This is an optimization exercise on Yosys and OpenROAD, whose aim is small area, a short achievable clock period and few clock cycles per item, not a production implementation. RTL that was checked went through simulation tests only; none was proved equivalent to the original. Power is estimated from default activity; no workload was simulated.

Setup of v17:
## CORDIC
module CORDIC (
    input clk,
    input rst,
    input input_ready,
    input [15:0] angle,
    output reg output_ready,
    output reg signed [15:0] cosine_out,
    output reg signed [15:0] sine_out
);
export LEC_CHECK = 0
export ABC_AREA = 1
export CAP_MARGIN = 20
export CORE_MARGIN = 2
export CORE_UTILIZATION = 40
export SLEW_MARGIN = 20
create_clock -name core_clock -period 10.0 [get_ports {clk}]
standard.sh (not shown) runs the stock make flow with config.mk's settings and CLKGATE_MAP_FILE= SYNTH_SCRIPT=/design/flow/synth_recipe.tcl, a recipe that flattens the netlist after the stock synthesis.
==> flow/flow/run.sh <==
#!/bin/bash
set -euo pipefail
bash standard.sh SETUP_SLACK_MARGIN=6 finish > make_finish.log 2>&1
v17 completed end to end with timing, DRC and antenna clean.
Input-level comparison between v54 and v17:
==> flow/flow/run.sh <==
#!/bin/bash
set -euo pipefail
bash standard.sh SETUP_SLACK_MARGIN=7 finish > make_finish.log 2>&1
Notes after the runs:
Going from v17 to v54, the placer's final routability congestion estimate was found to have gone up by about 6%. Number of global-route vias before repair: higher on v54. Compared with v17, in v54 fraction of power consumed by sequential logic down 8.0 points, HPWL after detailed placement essentially unchanged.
Inputs modified between v54 and v2:
Settings: setting SETUP_SLACK_MARGIN to 5 for the first time.
==> flow/run.sh (new file) <==
#!/bin/bash
# synth_recipe.tcl (not shown) runs the flow's synth.tcl, then flattens the netlist and writes it again
# the make line also repeats each setting of config.mk as NAME=value (left out here)
make -C /OpenROAD-flow-scripts/flow DESIGN_CONFIG=/design/flow/config.mk WORK_HOME=/design/flow/orfs CLKGATE_MAP_FILE= SYNTH_SCRIPT=/design/flow/synth_recipe.tcl finish
removed: flow/flow/run.sh
removed: flow/standard.sh
[summary]
Per the comparison of v2 with v54, sequential logic power now sits higher, wire length on met2 now sits lower, post-layout minimum cycle time now sits higher.
Of the two values seen for destination of the critical timing path, r[14] was produced by v2 and up by v54.
Function was not checked in any run of this note: the RTL went through the layout flow alone.


Another version of the RTL of CORDIC (not shown whole).
Size in the first run: ~890 cells after synthesis, roughly 66 flip-flops, ~52 I/O pins, roughly 5600 sq um of cells after synthesis.
export LEC_CHECK = 0
export ABC_AREA = 1
export CAP_MARGIN = 20
export CORE_MARGIN = 2
export CORE_UTILIZATION = 40
export SLEW_MARGIN = 20
create_clock -name core_clock -period 10.0 [get_ports {clk}]
==> flow/flow/run.sh <==
#!/bin/bash
# Standard layout with extra make settings for timing repair and the clock tree.
set -euo pipefail
bash standard.sh SETUP_SLACK_MARGIN=6.5 'BUFFER_PORTS_ARGS=-buffer_cell sky130_fd_sc_hd__buf_2' 'CTS_ARGS=-repair_clock_nets -dont_use_dummy_load -root_buf sky130_fd_sc_hd__clkbuf_16 -buf_list sky130_fd_sc_hd__clkbuf_16 -sink_clustering_enable -sink_clustering_size 100 -sink_clustering_max_diameter 500' finish > make_finish.log 2>&1
Testbench counts at the start, summed over its fixed seeds: cycles 36,000, items 2,400.
Next try:
==> flow/flow/run.sh (replaced) <==
#!/bin/bash
# Standard layout with extra make settings for timing repair and the clock tree.
set -euo pipefail
bash standard.sh SETUP_SLACK_MARGIN=7 'BUFFER_PORTS_ARGS=-buffer_cell sky130_fd_sc_hd__buf_2' 'CTS_ARGS=-sink_clustering_enable -repair_clock_nets -dont_use_dummy_load -buf_list {sky130_fd_sc_hd__clkbuf_2 sky130_fd_sc_hd__clkbuf_4 sky130_fd_sc_hd__clkbuf_8}' finish > make_finish.log 2>&1
=> Setup slack improves by 0.14 ns; final cell count grows by 3.2%; design area rises by 13%; register-to-register slack gets better by 0.23 ns; via count rose by 5.3%.


CORDIC, a different RTL version from the one above (not shown whole).
Size in the first run: roughly 930 cells after synthesis, roughly 67 flip-flops, roughly 52 I/O pins, about 6000 um^2 of cells after synthesis.
Design CORDIC, start of the top module:
module CORDIC (
    input clk,
    input rst,
    input input_ready,
    input [15:0] angle,
    output reg output_ready,
    output reg signed [15:0] cosine_out,
    output reg signed [15:0] sine_out
);
    reg               busy;
    reg               first;  
    reg        [3:0]  m;      
    reg               up;     
    reg signed [12:0] r;      
    reg        [10:0] t;      
    reg               d1, d2;   
    reg               f1, f0;   
    function [16:0] bk_add;
        input [16:0] a, b;
        input        cin;
        reg [16:0] g, p, G, P, c;
        integer i, d;
        begin
            g = a & b;
            p = a ^ b;
            G = g;
            P = p;
            for (d = 1; d < 17; d = d * 2)
                for (i = 2 * d - 1; i < 17; i = i + 2 * d) begin
                    G[i] = G[i] | (P[i] & G[i - d]);
                    P[i] = P[i] & P[i - d];
                end
            for (d = 8; d >= 1; d = d / 2)
                for (i = 3 * d - 1; i < 17; i = i + 2 * d) begin
                    G[i] = G[i] | (P[i] & G[i - d]);
                    P[i] = P[i] & P[i - d];
                end
            c[0] = cin;
            for (i = 1; i < 17; i = i + 1)
                c[i] = G[i - 1] | (P[i - 1] & cin);
            bk_add = p ^ c;
        end
    endfunction
    function signed [15:0] sh;
        input signed [15:0] x;
        input [3:0] m;
        reg signed [15:0] y;
        begin
            y = x >>> 4;
            y = m[3] ? y >>> 8 : y;
  ...
Settings: LEC_CHECK=0, ABC_AREA=1, CAP_MARGIN=20, CORE_MARGIN=2, CORE_UTILIZATION=40, SLEW_MARGIN=20; clock period 10.0 ns.
==> flow/flow/run.sh <==
#!/bin/bash
# Standard layout with extra make settings for timing repair and the clock tree.
set -euo pipefail
bash standard.sh SETUP_SLACK_MARGIN=6.75 'BUFFER_PORTS_ARGS=-buffer_cell sky130_fd_sc_hd__buf_2' 'CTS_ARGS=-sink_clustering_enable -repair_clock_nets -dont_use_dummy_load -buf_list {sky130_fd_sc_hd__clkbuf_2 sky130_fd_sc_hd__clkbuf_4 sky130_fd_sc_hd__clkbuf_8}' finish > make_finish.log 2>&1
Testbench counts at the start, summed over its fixed seeds: cycles 33,600, items 2,400.
Change:
==> flow/flow/run.sh (replaced) <==
#!/bin/bash
# Standard layout with extra make settings for timing repair and the clock tree.
set -euo pipefail
bash standard.sh SETUP_SLACK_MARGIN=7 'BUFFER_PORTS_ARGS=-buffer_cell sky130_fd_sc_hd__buf_2' 'CTS_ARGS=-sink_clustering_enable -repair_clock_nets -dont_use_dummy_load -buf_list {sky130_fd_sc_hd__clkbuf_2 sky130_fd_sc_hd__clkbuf_4 sky130_fd_sc_hd__clkbuf_8}' finish > make_finish.log 2>&1
Effect:
- clock skew stays flat
- worst setup slack gains 0.060 ns
- maximum frequency went up by 2.0%
- synthesized area is unchanged
- clock power is about the same
- core utilization went up by 2.2 points
Change:
==> flow/flow/run.sh (replaced) <==
#!/bin/bash
# Standard layout with extra make settings for timing repair and the clock tree.
set -euo pipefail
bash standard.sh SETUP_SLACK_MARGIN=6.5 'BUFFER_PORTS_ARGS=-buffer_cell sky130_fd_sc_hd__buf_2' 'CTS_ARGS=-sink_clustering_enable -repair_clock_nets -dont_use_dummy_load -buf_list {sky130_fd_sc_hd__clkbuf_2 sky130_fd_sc_hd__clkbuf_4 sky130_fd_sc_hd__clkbuf_8}' finish > make_finish.log 2>&1
Global-route usage decreases by 0.65 points.
Worst hold slack barely changes.
Final cell count decreases by a few percent.
Total power decreases by a few percent.


CORDIC with an RTL version that a note above also has.
Size in the first run: ~66 flip-flops, about 52 I/O pins, about 5600 sq um of cells after synthesis.
export LEC_CHECK = 0
export ABC_AREA = 1
export CAP_MARGIN = 20
export CORE_MARGIN = 2
export CORE_UTILIZATION = 40
export SLEW_MARGIN = 20
create_clock -name core_clock -period 10.0 [get_ports {clk}]
==> flow/flow/run.sh <==
#!/bin/bash
# Standard layout with extra make settings for timing repair and the clock tree.
set -euo pipefail
bash standard.sh SETUP_SLACK_MARGIN=6.5 'BUFFER_PORTS_ARGS=-buffer_cell sky130_fd_sc_hd__buf_2' 'CTS_ARGS=-sink_clustering_enable -repair_clock_nets -dont_use_dummy_load -buf_list {sky130_fd_sc_hd__clkbuf_2 sky130_fd_sc_hd__clkbuf_4 sky130_fd_sc_hd__clkbuf_8}' finish > make_finish.log 2>&1
Testbench counts at the start, summed over its fixed seeds: cycles 36,000, items 2,400.
Change:
==> flow/flow/run.sh (replaced) <==
#!/bin/bash
# Standard layout with extra make settings for timing repair.
set -euo pipefail
bash standard.sh SETUP_SLACK_MARGIN=6.5 'BUFFER_PORTS_ARGS=-buffer_cell sky130_fd_sc_hd__buf_2' finish > make_finish.log 2>&1
CTS_BUF_LIST = sky130_fd_sc_hd__clkbuf_2 sky130_fd_sc_hd__clkbuf_4 sky130_fd_sc_hd__clkbuf_8   (was unset)
PLACE_DENSITY = 0.75   (was unset)
Maximum frequency drops slightly. Non-clock buffer count does not change. Cell area grows slightly. First-iteration DRC count rises by roughly a tenth. Sequential cell count does not change. Clock skew went down by 0.0046 ns. Via count climbs slightly. Global-route usage drops by 1.7 points.
Change:
==> flow/flow/run.sh (replaced) <==
#!/bin/bash
# Standard layout with extra make settings for timing repair and the clock tree.
set -euo pipefail
bash standard.sh SETUP_SLACK_MARGIN=6.75 'BUFFER_PORTS_ARGS=-buffer_cell sky130_fd_sc_hd__buf_2' 'CTS_ARGS=-sink_clustering_enable -repair_clock_nets -dont_use_dummy_load -buf_list {sky130_fd_sc_hd__clkbuf_2 sky130_fd_sc_hd__clkbuf_4 sky130_fd_sc_hd__clkbuf_8}' finish > make_finish.log 2>&1
CTS_BUF_LIST = unset   (was sky130_fd_sc_hd__clkbuf_2 sky130_fd_sc_hd__clkbuf_4 sky130_fd_sc_hd__clkbuf_8)
PLACE_DENSITY = unset   (was 0.75)
What happened: Total power drops by 0.99%. Synthesized area is unchanged. Final area climbs by 1.1%. Clock-buffer cell count drops by 1.


CORDIC, a different RTL version from the one above (not shown whole).
Size in the first run: roughly 990 cells after synthesis, roughly 68 flip-flops, roughly 52 I/O pins, roughly 6200 um2 of cells after synthesis.
export LEC_CHECK = 0
export ABC_AREA = 1
export CAP_MARGIN = 20
export CORE_MARGIN = 2
export CORE_UTILIZATION = 40
export SLEW_MARGIN = 20
create_clock -name core_clock -period 10.0 [get_ports {clk}]
==> flow/flow/run.sh <==
#!/bin/bash
# Standard layout with extra make settings for timing repair and the clock tree.
set -euo pipefail
bash standard.sh SETUP_SLACK_MARGIN=6.75 'BUFFER_PORTS_ARGS=-buffer_cell sky130_fd_sc_hd__buf_2' 'CTS_ARGS=-sink_clustering_enable -repair_clock_nets -dont_use_dummy_load -buf_list {sky130_fd_sc_hd__clkbuf_2 sky130_fd_sc_hd__clkbuf_4 sky130_fd_sc_hd__clkbuf_8}' finish > make_finish.log 2>&1
The first run completed without violations.
Edit:
==> flow/flow/run.sh (replaced) <==
#!/bin/bash
# Standard layout with extra make settings for timing repair and the clock tree.
set -euo pipefail
bash standard.sh SETUP_SLACK_MARGIN=6.5 'BUFFER_PORTS_ARGS=-buffer_cell sky130_fd_sc_hd__buf_2' 'CTS_ARGS=-sink_clustering_enable -repair_clock_nets -dont_use_dummy_load -buf_list {sky130_fd_sc_hd__clkbuf_2 sky130_fd_sc_hd__clkbuf_4 sky130_fd_sc_hd__clkbuf_8}' finish > make_finish.log 2>&1
After rerunning: The new run ran to the end with no violations. Non-clock buffer count shrinks by 14. Core utilization shrinks by 2.4 points. Power shrinks by 7.2%. Via count shrinks by 2.1%. Final area shrinks by 5.0%. Clock-buffer cell count does not change. Combinational power shrinks by about 9%.
No functional check of the RTL was part of any run of this note.

[separate check: timing with driven ports]
No port has a modelled driver above. Below, the same layouts with a new extraction and two added sets of constraints. Step 1 sets driving cells, clkbuf_16 on the clock port and buf_2 on the other inputs (assumed; they add their load-dependent delay and slew). Step 2, shift: input delay + t, output delay - t, t = (earliest + latest rising clock arrival at the registers) / 2. This alone moves slack from input paths to output paths. a / b / c = ideal ports / drivers / drivers and shift; a / b = the first two.
run | t (ns) | setup slack, ns | worst setup path after step 2 | clock arrival spread, ns | worst register clock-pin slew, ns
v17 | 0.355 | 6.153 / 6.173 / 5.818 | input to register | 0.008 / 0.008 | 0.08 / 0.08
v54 | 0.354 | 6.554 / 6.554 / 6.408 | input to register | 0.013 / 0.014 | 0.08 / 0.08
v2 | 0.356 | 5.590 / 5.590 / 5.274 | input to register | 0.015 / 0.015 | 0.09 / 0.09
the first run of note 2 | 0.380 | 6.843 / 6.843 / 6.725 | input to register | 0.012 / 0.012 | 0.06 / 0.06
the second run of note 2 | 0.402 | 6.980 / 6.944 / 6.808 | input to register | 0.020 / 0.020 | 0.08 / 0.08
the first run of note 3 | 0.402 | 6.960 / 6.937 / 6.609 | input to register | 0.020 / 0.020 | 0.08 / 0.08
the second run of note 3 | 0.407 | 7.020 / 6.983 / 6.726 | input to register | 0.020 / 0.020 | 0.08 / 0.08
the third run of note 3 | 0.399 | 6.774 / 6.774 / 6.604 | input to register | 0.018 / 0.018 | 0.08 / 0.08
the first run of note 4 | 0.400 | 6.819 / 6.819 / 6.722 | input to register | 0.021 / 0.021 | 0.08 / 0.08
the second run of note 4 | 0.413 | 6.765 / 6.765 / 6.765 | register to register | 0.016 / 0.016 | 0.09 / 0.09
the third run of note 4 | 0.401 | 7.016 / 7.009 / 6.717 | input to register | 0.021 / 0.021 | 0.08 / 0.08
the first run of note 5 | 0.395 | 6.770 / 6.782 / 6.387 | input to register | 0.024 / 0.024 | 0.09 / 0.09
the second run of note 5 | 0.395 | 6.744 / 6.744 / 6.446 | input to register | 0.023 / 0.023 | 0.08 / 0.08
After both steps every run listed still meets setup and hold. The setup slack of the first run of note 5, which loses most, moves by +0.012 ns with the drivers and by -0.383 ns with both steps.
